Source: an optimization exercise on an open RTL-to-GDS flow (aim: small area). Production flows keep margins and buffers that such runs may drop. In this exercise RTL edits were held to simulation tests only and were not proved equivalent to the original. The clock port is modelled as an ideal driver, which makes a skipped or thinned clock tree look cheaper than it is; a real chip needs a root buffer or a tree. Power is estimated from default activity; no workload was simulated.

==> flow/design.v <==
module axi4_master
(
    input  logic          clk,
    input  logic          arst,
    input  logic          io_interrupt,
    input  logic          i_write_req,
    input  logic          i_read_req,
    input  logic [ 31:0 ] i_addr,
    input  logic [ 63:0 ] i_write_data,
    input  logic [  7:0 ] i_axi_len,
    input  logic [  2:0 ] i_axi_size,
    input  logic [  1:0 ] i_axi_burst,
    input  logic [  7:0 ] i_axi_strb,
    output logic [ 63:0 ] o_read_data,
    output logic          o_axi_done,
    output logic          o_axi_handshake,
    input  logic          i_awready,
    output logic          o_awvalid,
    output logic [  3:0 ] o_awid,
    output logic [ 31:0 ] o_awaddr,
    output logic [  7:0 ] o_awlen,
    output logic [  2:0 ] o_awsize,
    output logic [  1:0 ] o_awburst,
    input  logic          i_wready,
    output logic          o_wvalid,
    output logic [ 63:0 ] o_wdata,
    output logic [  7:0 ] o_wstrb, 
    output logic          o_wlast,
    output logic          o_bready,
    input  logic          i_bvalid,
    input  logic [  3:0 ] i_bid,
    input  logic [  1:0 ] i_bresp,
    input  logic          i_arready,
    output logic          o_arvalid,
    output logic [  3:0 ] o_arid,
    output logic [ 31:0 ] o_araddr,
    output logic [  7:0 ] o_arlen,
    output logic [  2:0 ] o_arsize,
    output logic [  1:0 ] o_arburst,
    output logic          o_rready,
    input  logic          i_rvalid,
    input  logic [  3:0 ] i_rid, 
    input  logic [  1:0 ] i_rresp,
    input  logic [ 63:0 ] i_rdata,
    input  logic          i_rlast
);
    assign o_read_data = i_rdata;
    assign o_arlen     = i_axi_len;
    assign o_arsize    = i_axi_size;
    assign o_arburst   = i_axi_burst;
    assign o_awlen     = i_axi_len;
    assign o_awsize    = i_axi_size;
    assign o_awburst   = i_axi_burst;
    assign o_wdata     = i_write_data;
    logic s_w;
    logic s_a;
    logic s_d;
    logic s_idle;
    logic s_hold;
    logic s_rlast;
    logic [ 7:0 ] s_count;
    logic [ 31:0 ] s_addr;
    assign s_idle    = ~( s_w | s_a | s_d );
    assign s_hold    = ~( s_idle & ( i_write_req | i_read_req ) );
    assign o_awvalid = s_w & s_a;
    assign o_wvalid  = s_w & s_d;
    assign o_bready  = s_w & ~s_a & ~s_d;
    assign o_arvalid = ~s_w & s_a;
    assign o_rready  = ~s_w & s_d;
    always_ff @( posedge clk, posedge arst ) begin
        if ( arst ) begin
            s_w    <= 1'b0;
            s_a    <= 1'b0;
            s_d    <= 1'b0;
            o_awid <= '0;
            o_arid <= '0;
        end
        else begin
            s_w <= ( s_idle & i_write_req ) | ( s_w & ~i_bvalid );
            s_a <= ( s_idle & ( i_write_req | i_read_req ) ) | ( s_a & ~( s_w ? i_awready : i_arready ) );
            s_d <= s_a | ( s_d & ~( ( s_count == i_axi_len ) & i_wready ) & ~s_rlast );
            o_awid <= o_awid + { 3'b0, i_bvalid };
            o_arid <= o_arid + { 3'b0, s_rlast };
        end
    end
    always_ff @( posedge clk ) begin
        o_wstrb <= ( i_axi_strb & { 8{ s_idle } } ) | ( o_wstrb & { 8{ s_hold } } );
    end
    always_ff @( posedge clk ) begin
        s_addr[ 31:8 ] <= ( i_addr[ 31:8 ] & { 24{ s_idle } } ) | ( s_addr[ 31:8 ] & { 24{ s_hold } } );
    end
    always_ff @( posedge clk ) begin
        if      ( s_idle                ) s_addr[ 7:0 ] <= i_addr[ 7:0 ];
        else if ( o_awvalid & i_awready ) s_addr[ 7:0 ] <= 8'b0;
        else                              s_addr[ 7:0 ] <= s_addr[ 7:0 ] + { 7'b0, i_wready };
    end
    assign o_awaddr = s_addr;
    assign o_araddr = s_addr;
    assign s_count  = s_addr[ 7:0 ];
    assign o_wlast = ~s_a & ( s_count == i_axi_len );
    assign o_axi_done = ( i_bvalid & ( i_bresp == 2'b0 ) ) | s_rlast;
    assign o_axi_handshake = i_wready | i_rvalid;
    always_ff @( posedge clk ) begin
        s_rlast <= i_rlast;
    end
endmodule
clock: 5.0 ns
lec_check: 0
cap_margin: 20
core_area: 5 5 175 175
cts_buf_list: sky130_fd_sc_hd__clkbuf_8
die_area: 0 0 180 180
slew_margin: 20
standard.sh (not shown) runs the stock make flow with config.mk's settings and CLKGATE_MAP_FILE= SYNTH_SCRIPT=/design/flow/synth_recipe.tcl, a recipe that flattens the netlist after the stock synthesis.
==> flow/flow/run.sh <==
#!/bin/bash
# Standard layout (the standard.sh) with these changes:
#  - port buffers made from the smallest buffer cell (buf_1);
#  - after global placement the design's own cells are pulled toward the core's centre;
#  - after placement resizing, logic cells are swapped for their smallest-area variant;
#  - the clock reaches the registers through a few clock buffers, one per group of registers,
#    driven from the clock port (clkbuf.tcl), instead of TritonCTS's tree.
#  - after placement resizing and after the clock step, cells are downsized further as long as
#    slew, capacitance and setup keep a margin (downsize2.tcl).
export FLOW_FLOW_DIR=$PWD/flow
export BUFFER_PORTS_ARGS="-buffer_cell sky130_fd_sc_hd__buf_1"
export POST_GLOBAL_PLACE_TCL=$FLOW_FLOW_DIR/squeeze.tcl
export FLOW_SQUEEZE=0.3
export POST_RESIZE_TCL=$FLOW_FLOW_DIR/downsize.tcl
export PRE_CTS_TCL=$FLOW_FLOW_DIR/cts_hook.tcl
export POST_CTS_TCL=$FLOW_FLOW_DIR/post_cts.tcl
export FLOW_CLK_CELL=sky130_fd_sc_hd__clkbuf_8
export FLOW_CLK_K=3
bash standard.sh > standard.log 2>&1
==> flow/flow/downsize2.tcl <==
# Swap cells for smaller cells of the same function while the design keeps a margin on slew,
# capacitance and setup timing; a swap that breaks the margin is undone.
proc my_margin_ok {} {
  if {[sta::max_slew_check_slack_limit] < 0.25} { return 0 }
  if {[sta::max_capacitance_check_slack_limit] < 0.25} { return 0 }
  if {[worst_slack -max] < 0.5} { return 0 }
  return 1
}
proc my_downsize2 {} {
  set db [ord::get_db]
  set block [ord::get_db_block]
  estimate_parasitics -placement
  set n 0
  set saved 0
  foreach inst [$block getInsts] {
    set master [$inst getMaster]
    if {[$master getType] ne "CORE"} { continue }
    set name [$master getName]
    if {![regexp {^(sky130_fd_sc_hd__[a-z0-9]+)_([0-9]+)$} $name -> base drive]} { continue }
    if {[regexp {^sky130_fd_sc_hd__(clkdly|dly|tap|fill|decap|conb|diode|df|edf|sdf)} $base]} { continue }
    if {[string match clkbuf_leaf_* [$inst getName]]} { continue }
    set area [expr {[$master getWidth] * [$master getHeight]}]
    set cands {}
    foreach d {0 1 2 4 6 8 12 16} {
      set m [$db findMaster ${base}_$d]
      if {$m eq "NULL" || $m eq ""} { continue }
      set a [expr {[$m getWidth] * [$m getHeight]}]
      if {$a < $area} { lappend cands [list $a $m] }
    }
    foreach c [lsort -real -index 0 $cands] {
      set m [lindex $c 1]
      replace_cell [$inst getName] [$m getName]
      if {[my_margin_ok]} {
        set saved [expr {$saved + $area - [lindex $c 0]}]
        incr n
        break
      }
      replace_cell [$inst getName] $name
    }
  }
  puts "my_downsize2: swapped $n cells, saved [expr {$saved / 1e6}] um2"
}
Other scripts of this flow, unchanged in this note and not shown: flow/flow/clkbuf.tcl, flow/flow/cts_hook.tcl, flow/flow/downsize.tcl, flow/flow/post_cts.tcl, flow/flow/squeeze.tcl
The first run produced a clean layout.
Rerun with:
--- a/flow/flow/downsize2.tcl
+++ b/flow/flow/downsize2.tcl
@@ -1,8 +1,10 @@
 # Swap cells for smaller cells of the same function while the design keeps a margin on slew,
 # capacitance and setup timing; a swap that breaks the margin is undone.
+# A swap is kept when slew and capacitance stay at least 15% below their limits (or no worse than
+# before the downsizing, if they already were closer) and setup slack stays at least 0.5 ns.
 proc my_margin_ok {} {
-  if {[sta::max_slew_check_slack_limit] < 0.25} { return 0 }
-  if {[sta::max_capacitance_check_slack_limit] < 0.25} { return 0 }
-  if {[worst_slack -max] < 0.5} { return 0 }
+  if {[sta::max_slew_check_slack_limit] < $::my_slew_thr} { return 0 }
+  if {[sta::max_capacitance_check_slack_limit] < $::my_cap_thr} { return 0 }
+  if {[worst_slack -max] < $::my_setup_thr} { return 0 }
   return 1
 }
@@ -11,4 +13,7 @@
   set block [ord::get_db_block]
   estimate_parasitics -placement
+  set ::my_slew_thr [expr {min(0.15, [sta::max_slew_check_slack_limit])}]
+  set ::my_cap_thr [expr {min(0.15, [sta::max_capacitance_check_slack_limit])}]
+  set ::my_setup_thr [expr {min(0.5, [worst_slack -max])}]
   set n 0
   set saved 0
=> Sequential cell count stays the same. Cell area stays the same. Setup slack is unchanged. Final cell count stays the same. Clock power barely changes. First-iteration DRC count does not change. Synthesized cell count stays the same. Via count is unchanged.
Rerun with:
==> flow/flow/run.sh (replaced) <==
#!/bin/bash
# Standard layout (the standard.sh) with these changes:
#  - after the standard synthesis, its combinational logic is re-mapped for area with ABC; the
#    registers stay exactly as the standard synthesis made them (reopt.sh);
#  - port buffers made from the smallest buffer cell (buf_1);
#  - after global placement the design's own cells are pulled toward the core's centre;
#  - after placement resizing, logic cells are swapped for their smallest-area variant, then
#    downsized further as long as slew, capacitance and setup keep a margin (downsize2.tcl);
#  - the clock reaches the registers through a few clock buffers, one per group of registers,
#    driven from the clock port (clkbuf.tcl), instead of TritonCTS's tree.
set -euo pipefail
export FLOW_FLOW_DIR=$PWD/flow
export BUFFER_PORTS_ARGS="-buffer_cell sky130_fd_sc_hd__buf_1"
export POST_GLOBAL_PLACE_TCL=$FLOW_FLOW_DIR/squeeze.tcl
export FLOW_SQUEEZE=0.3
export POST_RESIZE_TCL=$FLOW_FLOW_DIR/downsize.tcl
export PRE_CTS_TCL=$FLOW_FLOW_DIR/cts_hook.tcl
export POST_CTS_TCL=$FLOW_FLOW_DIR/post_cts.tcl
export FLOW_CLK_CELL=sky130_fd_sc_hd__clkbuf_8
export FLOW_CLK_K=3
bash standard.sh synth > standard_synth.log 2>&1
res=$PWD/orfs/results/sky130hd/axi4_master/base
cp $res/1_2_yosys.v $PWD/standard_synth_netlist.v
bash $FLOW_FLOW_DIR/reopt.sh $PWD/standard_synth_netlist.v $PWD/reopt_netlist.v $PWD
cp $PWD/reopt_netlist.v $res/1_2_yosys.v
rm -f $res/1_synth.odb $res/1_synth.sdc
bash standard.sh > standard.log 2>&1
==> flow/flow/reopt.sh (new file) <==
#!/bin/bash
# Re-map the combinational logic of the standard synthesis netlist for area with ABC (strash; dch;
# amap). Registers are kept as they are (same instances, names and cell types): they are treated
# as black boxes, so only the logic between them is re-mapped.
# usage: reopt.sh IN.v OUT.v WORKDIR
set -euo pipefail
in=$1; out=$2; w=$3
lib=$FLOW_HOME/platforms/sky130hd/lib/sky130_fd_sc_hd__tt_025C_1v80.lib
du=""
for c in sky130_fd_sc_hd__probe_p_8 sky130_fd_sc_hd__probec_p_8 $(grep -o 'sky130_fd_sc_hd__lpflow_[a-z0-9_]*' $FLOW_HOME/platforms/sky130hd/config.mk | sort -u); do
  du="$du -dont_use $c"
done
flops=$(grep -o 'sky130_fd_sc_hd__[a-z0-9_]*' $in | sort -u | grep -E '__(df|edf|sdf|dl)' | tr '\n' ' ')
cat > $w/reopt1.ys <<EOS
read_liberty -ignore_miss_func -ignore_miss_dir $lib
read_verilog $in
hierarchy -top axi4_master
setattr -mod -set blackbox 1 $flops
flatten
opt_clean -purge
abc -liberty $lib $du -script "+strash; dch; amap"
opt_clean -purge
rename -enumerate -pattern ro_% axi4_master
select axi4_master
write_verilog -noattr -selected $w/reopt_mid.v
EOS
cat > $w/reopt2.ys <<EOS
read_liberty -lib $lib
read_verilog $w/reopt_mid.v
hierarchy -top axi4_master
splitnets
opt_clean -purge
insbuf -buf sky130_fd_sc_hd__buf_4 A X
rename -enumerate -pattern rb_%
stat -liberty $lib
check -assert -mapped
write_verilog -noattr $out
EOS
yosys -p "script $w/reopt1.ys" > $w/reopt1.log 2>&1
yosys -p "script $w/reopt2.ys" > $w/reopt2.log 2>&1
After rerunning: Setup slack is worse by 0.053 ns. Synthesized area grows by 9.1%. Final cell count grows by 4.1%. Sequential share of layout area came out higher by 0.14 points. Total power fell by 4.2%. Register-to-register slack loses 0.13 ns. Flip-flop and latch count stays the same. Utilization is about the same.
No run of this note takes its clock network from TritonCTS; it comes from the design's own scripts or RTL.

Starts from the design.v that is shown in full above.
==> flow/config.mk <==
export PLATFORM = sky130hd
export DESIGN_NAME = axi4_master
export DESIGN_NICKNAME = axi4_master
export VERILOG_FILES = /design/flow/design.v
export SDC_FILE = /design/flow/constraint.sdc
export NUM_CORES = 4
export LEC_CHECK = 0
export CAP_MARGIN = 20
export CORE_AREA = 5 5 175 175
export CTS_BUF_LIST = sky130_fd_sc_hd__clkbuf_8
export DIE_AREA = 0 0 180 180
export SLEW_MARGIN = 20
==> flow/constraint.sdc <==
create_clock -name core_clock -period 5.0 [get_ports {clk}]
set_input_delay 1.0000 -clock core_clock [delete_from_list [all_inputs] [get_ports {clk}]]
set_output_delay 1.0000 -clock core_clock [all_outputs]
set_load 0.01 [all_outputs]
==> flow/flow/run.sh <==
#!/bin/bash
# Standard layout (the standard.sh) with these changes:
#  - port buffers made from the smallest buffer cell (buf_1);
#  - after global placement the design's own cells are pulled toward the core's centre;
#  - after placement resizing, logic cells are swapped for their smallest-area variant;
#  - the clock reaches the registers through a few clock buffers, one per group of registers,
#    driven from the clock port (clkbuf.tcl), instead of TritonCTS's tree.
#  - after placement resizing and after the clock step, cells are downsized further as long as
#    slew, capacitance and setup keep a margin (downsize2.tcl).
export FLOW_FLOW_DIR=$PWD/flow
export BUFFER_PORTS_ARGS="-buffer_cell sky130_fd_sc_hd__buf_1"
export POST_GLOBAL_PLACE_TCL=$FLOW_FLOW_DIR/squeeze.tcl
export FLOW_SQUEEZE=0.3
export POST_RESIZE_TCL=$FLOW_FLOW_DIR/downsize.tcl
export PRE_CTS_TCL=$FLOW_FLOW_DIR/cts_hook.tcl
export POST_CTS_TCL=$FLOW_FLOW_DIR/post_cts.tcl
export FLOW_CLK_CELL=sky130_fd_sc_hd__clkbuf_8
export FLOW_CLK_K=3
bash standard.sh > standard.log 2>&1
==> flow/flow/downsize.tcl <==
# Swap each logic cell for the smallest-area cell of the same function (same name, lowest drive),
# then let repair_design fix any slew or capacitance limit this breaks.
proc my_downsize {} {
  set db [ord::get_db]
  set block [ord::get_db_block]
  set n 0
  foreach inst [$block getInsts] {
    set master [$inst getMaster]
    set name [$master getName]
    if {![regexp {^(sky130_fd_sc_hd__[a-z0-9]+)_([0-9]+)$} $name -> base drive]} { continue }
    if {[regexp {clkdly|dly|tap|fill|decap|conb|diode} $base]} { continue }
    if {[$inst isFixed]} { continue }
    set best $master
    set best_area [expr {[$master getWidth] * [$master getHeight]}]
    foreach d {0 1 2 4} {
      set m [$db findMaster ${base}_$d]
      if {$m eq "NULL" || $m eq ""} { continue }
      set a [expr {[$m getWidth] * [$m getHeight]}]
      if {$a < $best_area} { set best $m; set best_area $a }
    }
    if {$best ne $master} {
      replace_cell [$inst getName] [$best getName]
      incr n
    }
  }
  puts "my_downsize: replaced $n cells"
}
my_downsize
estimate_parasitics -placement
repair_design
report_worst_slack -max
report_worst_slack -min
source $::env(FLOW_FLOW_DIR)/downsize2.tcl
my_downsize2
==> flow/flow/downsize2.tcl <==
# Swap cells for smaller cells of the same function while the design keeps a margin on slew,
# capacitance and setup timing; a swap that breaks the margin is undone.
proc my_margin_ok {} {
  if {[sta::max_slew_check_slack_limit] < 0.25} { return 0 }
  if {[sta::max_capacitance_check_slack_limit] < 0.25} { return 0 }
  if {[worst_slack -max] < 0.5} { return 0 }
  return 1
}
proc my_downsize2 {} {
  set db [ord::get_db]
  set block [ord::get_db_block]
  estimate_parasitics -placement
  set n 0
  set saved 0
  foreach inst [$block getInsts] {
    set master [$inst getMaster]
    if {[$master getType] ne "CORE"} { continue }
    set name [$master getName]
    if {![regexp {^(sky130_fd_sc_hd__[a-z0-9]+)_([0-9]+)$} $name -> base drive]} { continue }
    if {[regexp {^sky130_fd_sc_hd__(clkdly|dly|tap|fill|decap|conb|diode|df|edf|sdf)} $base]} { continue }
    if {[string match clkbuf_leaf_* [$inst getName]]} { continue }
    set area [expr {[$master getWidth] * [$master getHeight]}]
    set cands {}
    foreach d {0 1 2 4 6 8 12 16} {
      set m [$db findMaster ${base}_$d]
      if {$m eq "NULL" || $m eq ""} { continue }
      set a [expr {[$m getWidth] * [$m getHeight]}]
      if {$a < $area} { lappend cands [list $a $m] }
    }
    foreach c [lsort -real -index 0 $cands] {
      set m [lindex $c 1]
      replace_cell [$inst getName] [$m getName]
      if {[my_margin_ok]} {
        set saved [expr {$saved + $area - [lindex $c 0]}]
        incr n
        break
      }
      replace_cell [$inst getName] $name
    }
  }
  puts "my_downsize2: swapped $n cells, saved [expr {$saved / 1e6}] um2"
}
==> flow/flow/post_cts.tcl <==
source $::env(FLOW_FLOW_DIR)/downsize2.tcl
my_downsize2
Other scripts of this flow, unchanged in this note and not shown: flow/flow/clkbuf.tcl, flow/flow/cts_hook.tcl, flow/flow/squeeze.tcl
==> next run, changes <==
--- a/flow/flow/run.sh
+++ b/flow/flow/run.sh
@@ -7,4 +7,2 @@
 #    driven from the clock port (clkbuf.tcl), instead of TritonCTS's tree.
-#  - after placement resizing and after the clock step, cells are downsized further as long as
-#    slew, capacitance and setup keep a margin (downsize2.tcl).
 export FLOW_FLOW_DIR=$PWD/flow
@@ -15,3 +13,2 @@
 export PRE_CTS_TCL=$FLOW_FLOW_DIR/cts_hook.tcl
-export POST_CTS_TCL=$FLOW_FLOW_DIR/post_cts.tcl
 export FLOW_CLK_CELL=sky130_fd_sc_hd__clkbuf_8
--- a/flow/flow/downsize.tcl
+++ b/flow/flow/downsize.tcl
@@ -32,3 +32 @@
 report_worst_slack -min
-source $::env(FLOW_FLOW_DIR)/downsize2.tcl
-my_downsize2
removed: flow/flow/downsize2.tcl
removed: flow/flow/post_cts.tcl
The new run ran to the end with no violations. First-iteration DRC count went down by 19%. Clock power is about the same. Final area went up by 0.46%. Combinational power barely changes. Core utilization barely changes.
In every run of this note, the design's own scripts or RTL, not TritonCTS, make the clock network.

==> what the ideal ports hide <==
The results above use ideal ports. As a check the final layouts listed here were re-extracted and re-timed, cells and wires unchanged. Step 1 sets driving cells, clkbuf_16 on the clock port and buf_2 on the other inputs (assumed; they add their load-dependent delay and slew). Step 2 times the ports against the registers' clock, not the clock port: input delays grow and output delays shrink by t, the midpoint of the rising clock arrivals with the driver on. Slacks: ideal / step 1 / step 2; pairs: ideal / step 1.
run | t, ns | setup slack, ns | worst setup path after step 2
the first run of note 1 | 0.218 | 1.526 / 1.502 / 1.502 | input to output
the second run of note 1 | 0.218 | 1.526 / 1.502 / 1.502 | input to output
the third run of note 1 | 0.213 | 1.473 / 1.443 / 1.443 | input to output
the first run of note 2 | 0.220 | 1.524 / 1.500 / 1.500 | input to output
the second run of note 2 | 0.220 | 1.501 / 1.478 / 1.478 | input to output
After both steps every run listed still meets setup and hold. For the third run of note 1, which loses most, drivers alone change the setup slack by -0.030 ns; drivers and shift together by -0.030 ns.
